What follows belongs to an exercise in optimizing a design on an open flow for small area, a short achievable clock period and few clock cycles per item; a production flow would make more cautious choices. At most, simulation tests tie the RTL to the original design; equivalence was not proved. No activity file was given, so power comes from the tool's default toggle rates.

==> job 6954 <==
Design IOTDF, start of the top module:
module IOTDF( clk, rst, in_en, iot_in, fn_sel, busy, valid, iot_out);
    input          clk;
    input          rst;
    input          in_en;
    input  [7:0]   iot_in;
    input  [2:0]   fn_sel;
    output         busy;
    output         valid;
    output [127:0] iot_out;
    reg  [3:0]   cnt;       
    reg  [7:0]   d0;        
    reg  [7:0]   d1;        
    reg  [11:0]  s;         
    reg          first;     
    reg          g_sel;     
    reg          f_sel;     
    reg          last;      
    reg          o_valid;
    reg  [127:0] o_data;
    assign busy    = 1'b0;
    assign valid   = o_valid;
    assign iot_out = o_data;
    wire start = (cnt == 4'd0);
    wire [5:0] fs = d0[7:2] ^ d0[5:0] ^ s[7:2];
    wire [5:0] fc = (d0[7:2] & d0[5:0]) | (d0[7:2] & s[7:2]) | (d0[5:0] & s[7:2]);
    wire [1:0] hs = d0[7:6] ^ s[9:8];
    wire [1:0] hc = d0[7:6] & s[9:8];
    wire [11:0] tp = {s[11:10], hs, fs, d0[1:0]};
    wire [11:0] tq = {1'b0, hc, fc, 1'b0, s[1:0]};
    wire [11:0] t   = tp + tq;
    wire [7:0]  fir = t[11:4];
    wire [4:0] us = d0[7:3] ^ d0[4:0] ^ d1[6:2];
    wire [4:0] uc = (d0[7:3] & d0[4:0]) | (d0[7:3] & d1[6:2]) | (d0[4:0] & d1[6:2]);
  ...
==> module IOTDF, before the edit <==
module IOTDF( clk, rst, in_en, iot_in, fn_sel, busy, valid, iot_out);
    input          clk;
    input          rst;
    input          in_en;
    input  [7:0]   iot_in;
    input  [2:0]   fn_sel;
    output         busy;
    output         valid;
    output [127:0] iot_out;
    reg  [3:0]   cnt;       
    reg  [7:0]   d0;        
    reg  [7:0]   d1;        
    reg  [11:0]  s;         
    reg          first;     
    reg          g_sel;     
    reg          f_sel;     
    reg          last;      
    reg          o_valid;
    reg  [127:0] o_data;
    assign busy    = 1'b0;
    assign valid   = o_valid;
    assign iot_out = o_data;
    wire start = (cnt == 4'd0);
    wire [5:0] fs = d0[7:2] ^ d0[5:0] ^ s[7:2];
    wire [5:0] fc = (d0[7:2] & d0[5:0]) | (d0[7:2] & s[7:2]) | (d0[5:0] & s[7:2]);
    wire [1:0] hs = d0[7:6] ^ s[9:8];
    wire [1:0] hc = d0[7:6] & s[9:8];
    wire [11:0] tp = {s[11:10], hs, fs, d0[1:0]};
    wire [11:0] tq = {1'b0, hc, fc, 1'b0, s[1:0]};
    wire [11:0] t   = tp + tq;
    wire [7:0]  fir = t[11:4];
    wire [4:0] us = d0[7:3] ^ d0[4:0] ^ d1[6:2];
    wire [4:0] uc = (d0[7:3] & d0[4:0]) | (d0[7:3] & d1[6:2]) | (d0[4:0] & d1[6:2]);
    wire       hus = d0[5] ^ d1[7];
    wire       huc = d0[5] & d1[7];
    wire [11:0] up = {1'b0, d0[7:6], hus, us, d0[2:0]};
    wire [11:0] uq = {2'b00, huc, uc, 1'b1, d1[1:0], 1'b0};
    wire [11:0] s_nxt = up + uq;
    wire        p = o_data[0] & ~first;
    reg  [7:0]  gray;
    integer i;
    always @(*) begin
        gray[7] = p ^ d0[7];
        for (i = 6; i >= 0; i = i - 1) gray[i] = gray[i+1] ^ d0[i];
    end
    wire [7:0] res = ({8{g_sel}} & gray) | ({8{f_sel}} & fir);
    always @(posedge clk) begin
        d0    <= iot_in;
        d1    <= start ? 8'd0 : d0;
        s     <= start ? 12'd8 : s_nxt;
        first <= start;
        g_sel <= (fn_sel == 3'b001);
        f_sel <= (fn_sel == 3'b010);
        o_data <= {o_data[119:0], res};
        if (rst) begin
            cnt     <= 4'd0;
            last    <= 1'b0;
            o_valid <= 1'b0;
        end else begin
            if (in_en) cnt <= cnt + 4'd1;
            last    <= in_en & (cnt == 4'd15);
            o_valid <= last;
        end
    end
endmodule
Settings: LEC_CHECK=0, ABC_CLOCK_PERIOD_IN_PS=2000, CAP_MARGIN=20, CORE_MARGIN=2, CORE_UTILIZATION=40, CTS_BUF_LIST=sky130_fd_sc_hd__clkbuf_8, SETUP_SLACK_MARGIN=3.0, SLEW_MARGIN=20; clock period 5.5 ns.
standard.sh (not shown) runs the stock make flow with config.mk's settings and CLKGATE_MAP_FILE= SYNTH_SCRIPT=/design/flow/synth_recipe.tcl, a recipe that flattens the netlist after the stock synthesis.
==> flow/flow/run.sh <==
#!/bin/bash
# Standard ORFS layout, except that the port buffers the standard flow's flow inserts
# (one per input and output port) are the smallest buffer, buf_1.
set -euo pipefail
bash standard.sh ADDER_MAP_FILE= BUFFER_PORTS_ARGS="-buffer_cell sky130_fd_sc_hd__buf_1" finish > standard.log 2>&1
==> inputs of job 1751, as changes to job 6954 <==
--- a/flow/design.v
+++ b/flow/design.v
@@ -14,3 +14,2 @@
     reg  [11:0]  s;         
-    reg          first;     
     reg          g_sel;     
@@ -24,2 +23,3 @@
     wire start = (cnt == 4'd0);
+    wire first = (cnt == 4'd1);    
     wire [5:0] fs = d0[7:2] ^ d0[5:0] ^ s[7:2];
@@ -51,3 +51,2 @@
         s     <= start ? 12'd8 : s_nxt;
-        first <= start;
         g_sel <= (fn_sel == 3'b001);
==> flow/flow/run.sh (replaced) <==
#!/bin/bash
# The standard ORFS layout with two changes:
#  - synthesis maps all logic with ABC under a delay target (map -D) instead of
#    extracting full/half adder cells first (ADDER_MAP_FILE empty); sizing and
#    buffering are left to OpenROAD's repair steps;
#  - the port buffers are the smallest buffer, buf_1.
# Everything else (synthesis script, floorplan, placement, CTS, routing) is the
# standard flow. Each step's output goes to a log file in this folder.
set -euo pipefail
D=${ABC_D:-1400}
rm -rf scripts_synth
cp -r "$FLOW_HOME/scripts" scripts_synth
cat > scripts_synth/abc_speed.script <<EOS
strash
dch
map -D $D
topo
EOS
bash standard.sh SCRIPTS_DIR="$PWD/scripts_synth" ADDER_MAP_FILE= synth > synth.log 2>&1
bash standard.sh BUFFER_PORTS_ARGS="-buffer_cell sky130_fd_sc_hd__buf_1" CTS_ARGS="-sink_clustering_enable -repair_clock_nets -dont_use_dummy_load -sink_clustering_size 40 -sink_clustering_max_diameter 80 -root_buf sky130_fd_sc_hd__clkbuf_16 -buf_list {sky130_fd_sc_hd__clkbuf_4 sky130_fd_sc_hd__clkbuf_8}" finish > layout.log 2>&1
CORE_AREA = 2.3 2.72 109.02 108.8   (was unset)
CORE_MARGIN = unset   (was 2)
CORE_UTILIZATION = unset   (was 40)
CTS_BUF_LIST = unset   (was sky130_fd_sc_hd__clkbuf_8)
DIE_AREA = 0 0 111.405 111.405   (was unset)
SETUP_SLACK_MARGIN = 3.45   (was 3.0)
==> inputs of job 7619, as changes to job 6954 <==
==> flow/flow/run.sh (replaced) <==
#!/bin/bash
# The standard ORFS layout with two changes:
#  - synthesis maps all logic with ABC under a delay target (map -D) instead of
#    extracting full/half adder cells first (ADDER_MAP_FILE empty); sizing and
#    buffering are left to OpenROAD's repair steps;
#  - the port buffers are the smallest buffer, buf_1.
# Everything else (synthesis script, floorplan, placement, CTS, routing) is the
# standard flow. Each step's output goes to a log file in this folder.
set -euo pipefail
D=${ABC_D:-1250}
rm -rf scripts_synth
cp -r "$FLOW_HOME/scripts" scripts_synth
cat > scripts_synth/abc_speed.script <<EOS
strash
dch
map -D $D
topo
EOS
bash standard.sh SCRIPTS_DIR="$PWD/scripts_synth" ADDER_MAP_FILE= synth > synth.log 2>&1
bash standard.sh BUFFER_PORTS_ARGS="-buffer_cell sky130_fd_sc_hd__buf_1" CTS_ARGS="-sink_clustering_enable -repair_clock_nets -dont_use_dummy_load -sink_clustering_size 40 -sink_clustering_max_diameter 80 -root_buf sky130_fd_sc_hd__clkbuf_16 -buf_list {sky130_fd_sc_hd__clkbuf_4 sky130_fd_sc_hd__clkbuf_8}" finish > layout.log 2>&1
CORE_AREA = 2.3 2.72 109.02 108.8   (was unset)
CORE_MARGIN = unset   (was 2)
CORE_UTILIZATION = unset   (was 40)
CTS_BUF_LIST = unset   (was sky130_fd_sc_hd__clkbuf_8)
DIE_AREA = 0 0 111.405 111.405   (was unset)
SETUP_SLACK_MARGIN = 3.45   (was 3.0)
==> out/qor.txt <==
outcome - timing/DRC/antenna clean
row cnt - 41
Crit Path Max Fanout - 6
Die ar. - 0.01370 mm^2
Detailed Route WL - 11,210 um
combinational group power - 688 uW
slew at the pin closest to its max-slew limit - 0.8247 ns
mapped cell area - 0.005112 mm^2
Sequential Power Share - 49.6%
sequential cell area fraction in the yosys report - 64.22%
the above is filed under job 6954

==> out/qor.txt <==
sequential cell area fraction in the yosys report - 68.27%
Fin. Hold Viols - 0
Die ar. - 0.01241 mm^2
WL met1 - 4755 um
mapped cell area - 0.004780 mm^2
startpoint types - flop
row cnt - 39
Crit Path Max Fanout - 8
outcome - timing/DRC/antenna clean
post-synthesis mux area share - 0%
Detailed Route WL - 11,580 um
the above is filed under job 1751

==> out/qor.txt <==
outcome - timing/DRC/antenna clean
Crit Path Max Fanout - 6
synth top area cells - dfxtp_1 69%, nand2_1 6.1%, nor2_1 5.0%
sequential cell area fraction in the yosys report - 68.84%
Sequential Power Share - 56.0%
Post-Route Setup TNS - 0 ns
vias in the first global route - 3,707
mapped cell area - 0.004770 mm^2
Detailed Route WL - 11,050 um
combinational group power - 441 uW
the above is filed under job 7619

Testbench counts of job 6954, summed over its fixed seeds: cycles 38,424, blocks 2,400.
Testbench counts of job 7619, summed over its fixed seeds: cycles 38,424, blocks 2,400.
The RTL of job 1751 was laid out without a check of its function.

## separate check: timing with driven ports
Ports are ideal in the flow. The routed layouts listed here were re-timed in OpenROAD. Step 1 sets driving cells, clkbuf_16 on the clock port and buf_2 on the other inputs (assumed; they add their load-dependent delay and slew). Step 2 adds t to the input delays and takes it off the output delays; t is the mean of the earliest and latest rising clock arrival at the registers after step 1. Input paths then give back, and output paths get back, about the clock's delay inside the block. a / b / c = ideal / step 1 / step 2; a / b = the first two.
run | t, ns | setup slack, ns | worst setup path at the end | slew at the worst register clock pin (ns) | worst slew at a driven data input, ns
job 6954 | 0.474 | 2.566 / 2.566 / 2.566 | register to register | 0.09 / 0.09 | 0.03
job 1751 | 0.398 | 3.365 / 3.365 / 3.365 | register to register | 0.09 / 0.09 | 0.03
job 7619 | 0.396 | 3.402 / 3.402 / 3.402 | register to register | 0.09 / 0.09 | 0.03
After both steps setup and hold are still met in every run listed.
